This is an optimization exercise on Yosys and OpenROAD, whose aim is small area and a short achievable clock period, not a production implementation.
Where RTL was checked, it was by simulation tests only, not by an equivalence proof against the original.
No functional check of the RTL was part of run 1.

==> flow/design.v, too long to show whole: its modules and the start of the top module <==
// module direct_FIR: 1614 lines
// module fa3: 6 lines
// module synthesis_direct_FIR: 8 lines
module synthesis_direct_FIR(out, inp, clk, rstn);
  // ...
==> flow/run.sh <==
#!/bin/bash
# synth_recipe.tcl (not shown) runs the flow's synth.tcl, then flattens the netlist and writes it again
# the make line also repeats each setting of config.mk as NAME=value (left out here)
make -C /OpenROAD-flow-scripts/flow DESIGN_CONFIG=/design/flow/config.mk WORK_HOME=/design/flow/orfs CLKGATE_MAP_FILE= SYNTH_SCRIPT=/design/flow/synth_recipe.tcl finish
==> flow/config.mk <==
export PLATFORM = sky130hd
export DESIGN_NAME = synthesis_direct_FIR
export DESIGN_NICKNAME = synthesis_direct_FIR
export VERILOG_FILES = /design/flow/design.v
export SDC_FILE = /design/flow/constraint.sdc
export NUM_CORES = 4
export LEC_CHECK = 0
export CAP_MARGIN = 20
export CORE_MARGIN = 2
export CORE_UTILIZATION = 40
export SLEW_MARGIN = 20
export SYNTH_HIERARCHICAL = 1
export SYNTH_MINIMUM_KEEP_SIZE = 0
==> flow/constraint.sdc <==
create_clock -name core_clock -period 11.5 [get_ports {clk}]
set_input_delay 2.3000 -clock core_clock [delete_from_list [all_inputs] [get_ports {clk}]]
set_output_delay 2.3000 -clock core_clock [all_outputs]
set_load 0.01 [all_outputs]
==> results.json, run 1 <==
{
  "largest_reg_flops": 26,
  "synth_top_area_cell": "fa_1",
  "clkSlewWorstSetupHoldPaths_ns": 0.06,
  "htree_levels": 4,
  "crit_family": "adder cells",
  "nFlopsAndLatches": 122,
  "dieHeight_um": 190,
  "path_buf_inv": 0,
  "drt-total-wl_um": 37000,
  "ys.flop_type": "dfxtp_1",
  "post-route-util": 0.450,
  "worstPathCellList": "fa_1 -> fa_1 -> fa_1 -> fa_1 -> fa_1 -> fa_1 -> fa_1 -> fa_1 -> ha_1 -> nand2_1 -> nor2_1 -> a211oi_1 -> a21oi_1 -> o211ai_1 -> nand2_1 -> xnor2_1",
  "cts-resized-gates": 0,
  "outcome": "finished clean",
  "fin_skew_ns": 0.0150,
  "cp.arrival_ns": 6.78,
  "dp_cells": 1423,
  "antenna_left": 0,
  "multi_input_comb_cells": 670,
  "max_slew_margin": 0.412,
  "critPathRequiredTime_ns": 11.82,
  "ctsHoldBuffers": 0,
  "yosysMostFrequentCell": "fa_1",
  "synth_top_area_frac": 0.663,
  "ys_types": 37
}
==> inputs of run 2 (changes only) <==
--- a/flow/design.v
+++ b/flow/design.v
@@ -1604,17 +1604,19 @@
     fa3 us1013 (.a(c908), .b(s965), .c(c964), .s(s1013), .co(c1014));
     fa3 us1015 (.a(s915), .b(c966), .c(s967), .s(s1015), .co(c1016));
     fa3 us1017 (.a(c916), .b(s969), .c(c968), .s(s1017), .co(c1018));
     fa3 us1019 (.a(c920), .b(s971), .c(c970), .s(s1019), .co(c1020));
     fa3 us1021 (.a(c924), .b(s973), .c(c972), .s(s1021), .co(c1022));
     fa3 us1023 (.a(c928), .b(s975), .c(c974), .s(s1023), .co(c1024));
     wire [25:0] ra = {~1'b0, c1024, c1022, c1020, c1018, c1016, c1014, c1012, c1010, c1008, c1006, c1004, c1002, c1000, c998, c996, c994, c992, c990, c988, c986, c984, c982, c980, c978, s977};
     wire [25:0] rb = {1'b0, c976, s1023, s1021, s1019, s1017, s1015, s1013, s1011, s1009, s1007, s1005, s1003, s1001, s999, s997, s995, s993, s991, s989, s987, s985, s983, s981, s979, s839};
-    wire [25:0] sum = ra + rb;
+    reg [25:0] pa, pb;
+    always @(posedge clk) begin pa <= ra; pb <= rb; end
+    wire [25:0] sum = pa + pb;
     always @(posedge clk) out <= sum;
 endmodule
 module fa3 (a, b, c, s, co);
     input a, b, c;
     output s, co;
     assign s = a ^ b ^ c;
     assign co = (a & b) | (a & c) | (b & c);
 endmodule
==> results.json, run 2 <==
{
  "outcome": "finished clean",
  "period_needed_ns": 4.65,
  "final-max-slew-violation-count": 0,
  "dieArea_mm2": 0.0392,
  "ctsHoldBuffers": 0,
  "startpoint_type": "flop",
  "setup_violations": 0,
  "io_pins": 44,
  "first_pass_iters": 5,
  "cp_common_cell": "fa_1",
  "cts-resized-gates": 0,
  "grt_max_degree": 17,
  "ys_types": 42,
  "grt_pass1_wl_um": 61000,
  "core_area_mm2": 0.0374,
  "fin_nets": 1608,
  "grt_pass1_vias": 9481,
  "drt-total-wl_um": 39800,
  "synthCells": 1018,
  "post-route-util": 0.446,
  "synth_top_area_frac": 0.610,
  "synth_common_cells": "fa_1, dfxtp_1, inv_1, ha_1, a21oi_1",
  "critPathRequiredTime_ns": 11.84,
  "endpoint_kind": "flop",
  "fin_skew_ns": 0.0169,
  "syn-cell-area_mm2": 0.0151,
  "tns_ns": 0,
  "portBuffers": 43,
  "cts_root_buffer": "clkbuf_16",
  "die_w_um": 198,
  "cts_buffers": 17,
  "final_area_mm2": 0.0167,
  "place_congestion": 0.956,
  "drtIter0Drc": 558,
  "post-cts-setup-buffers": 0,
  "synth_area_leaders": "fa_1, dfxtp_1, ha_1, inv_1, xnor2_1",
  "layout_common_cells": "fa_1, dfxtp_1, inv_1",
  "antenna_left": 0,
  "async_flop_share": 0,
  "worst_slew_pin_slew_ns": 0.738,
  "clkSlewWorstSetupHoldPaths_ns": 0.08,
  "largest_registers": "DIR_FIR.out (26), DIR_FIR.pa (25), DIR_FIR.pb (25)",
  "vias_per_cell": 4.98,
  "yosysWarnings": 7,
  "clk_path_buf_depth": 2,
  "htree_levels": 4,
  "vias": 7949,
  "largest_reg_flops": 26,
  "syn_area_per_cell_um2": 14.8,
  "max_slew_margin": 0.507,
  "syn_to_final_growth_pct": 10.7,
  "ys.flop_type": "dfxtp_1",
  "dieHeight_um": 198,
  "yosysSeqAreaShare": 0.229,
  "worstPathCellList": "fa_1 -> fa_1 -> fa_1 -> fa_1 -> fa_1 -> fa_1 -> fa_1 -> fa_1",
  "ys_ff_latch": 172,
  "cp.arrival_ns": 4.99,
  "cp_max_fo": 8,
  "yosysMostFrequentCell": "fa_1",
  "post_drt_wl_per_cell_um": 24.9,
  "final_common_cell": "fa_1",
  "antenna_found_initial": 0,
  "rows": 71,
  "synth-edff-count": 0,
  "synth_top_area_cell": "fa_1",
  "hpwl_um": 34600,
  "critical_path_class": "reg -> reg",
  "cp_slowest_cell": "dfxtp_1",
  "dpl_cell_area_mm2": 0.0161,
  "antenna_cells": 0,
  "worst_hold_path_type": "reg -> reg",
  "grtUsageTotal": 0.227,
  "start_util": 0.403,
  "finalCritPeriodShare": 0.405,
  "drive_gt1_frac": 0.0322,
  "global_route.overflow_total": 0,
  "drc": 0,
  "largest-register": "DIR_FIR.out",
  "cts.sinks": 172,
  "rsz0062_at_grt": "no",
  "cts_tree": "done",
  "cap_viol_max_count": 0,
  "clk_latency_ns": 0.47,
  "clock.fmax_mhz": 215,
  "hold_viol": 0,
  "synth_nets": 1553,
  "max_stage_delay_ns": 0.72
}
run 2: changes by cell type after synthesis, sizes merged, moves of 4 or more:
cell	delta
dfxtp	+50
xnor2	+4
xor2	-5
nor2	+5
inv	+4
nand2	+5
run 2: per-module statistics from Yosys (local to each module, per instance), excerpt:
module / flip-flops and latches / times used / cells / cell area [um2]
direct_FIR: 172 / 1 / 560 / 5900
fa3: 0 / 458 / 1 / 20.0
run 2: layout make-up:
cell class                      instances  area [um2]
Clock inverter                         14         146
Sequential cell                       172        3440
Clock buffer                           18         429
Fill cell                            3372       20700
Multi-Input combinational cell        702       11100
Tap cell                              511         639
Timing Repair Buffer                   43         430
Inverter                              137         514
run 2: final timing paths:
| kind | startpoint | end | slack [ns] | cells after the start |
|---|---|---|---|---|
| hold / removal | DIR_FIR.pb[0] | DIR_FIR.out[0] | 0.44 | 1 |
| setup reg to reg | DIR_FIR.x3[7] | DIR_FIR.pb[11] | 6.85 | 8 |
| hold reg to reg | DIR_FIR.pb[0] | DIR_FIR.out[0] | 0.44 | 1 |
| setup / recovery | DIR_FIR.x3[7] | DIR_FIR.pb[11] | 6.85 | 8 |
run 2: kinds of logic (layout without fill, tap and decap cells):
kind of cell | Yosys count | after routing | synth area share
AO/OA/AOI/OAI | 78 | 78 | 0.0353
buffers and inverters | 144 | 212 | 0.0365
flip-flops | 172 | 172 | 0.229
AND/OR/NAND/NOR | 87 | 87 | 0.0299
XOR/XNOR | 20 | 20 | 0.0116
adder cells (fa/ha/maj) | 517 | 517 | 0.658
run 2: layer usage:
metal | vias to the layer above | part of all wire | track usage
li1 | 3241 | - | -
met1 | 4384 | 0.41 | 0.288
met2 | 249 | 0.50 | 0.378
met3 | 75 | 0.058 | 0.0502
met4 | 0 | 0.037 | 0.0919
met5 | - | 0 | 0
run 2: worst max-delay path: cells and delay by family (launching register included):
kind / cells / cell delay [ns]
adder cells (fa/ha/maj): 8 / 3.81
flip-flops: 1 / 0.72
run 2: through the flow:
step | hold slack [ns] | instances | setup WS, ns
6_report | 0.441 | 1597 | 6.85
5_1_grt | 0.461 | 1597 | 6.75
4_1_cts | 0.447 | 1597 | 6.87
3_5_place_dp | 0.430 | 1565 | 6.88
3_3_place_gp | 0.434 | 1565 | 6.93
2_1_floorplan | 0.420 | 1018 | 7.27

-- afterwards: timing with drivers on the ports --
No port has a modelled driver above. Below, the same layouts with a new extraction and two added sets of constraints. Step 1: set_driving_cell puts a clkbuf_16 on clk and a buf_2 on each other input, an assumption about the parent block. Step 2 moves the port delays by t, midway between the first and last clock arrival at a register: inputs arrive t later, outputs are due t later. That takes back most of the time a late clock gives input paths. Three values: no drivers, after step 1, after step 2; two values: the first two.
run	shift t [ns]	setup WS [ns]	worst register clock-pin slew, ns	worst slew at a driven data input, ns
run 1	0.475	5.044 / 5.044 / 5.044	0.06 / 0.06	0.04
run 2	0.514	6.848 / 6.848 / 6.848	0.08 / 0.08	0.03
After both steps setup and hold are still met in every run listed.
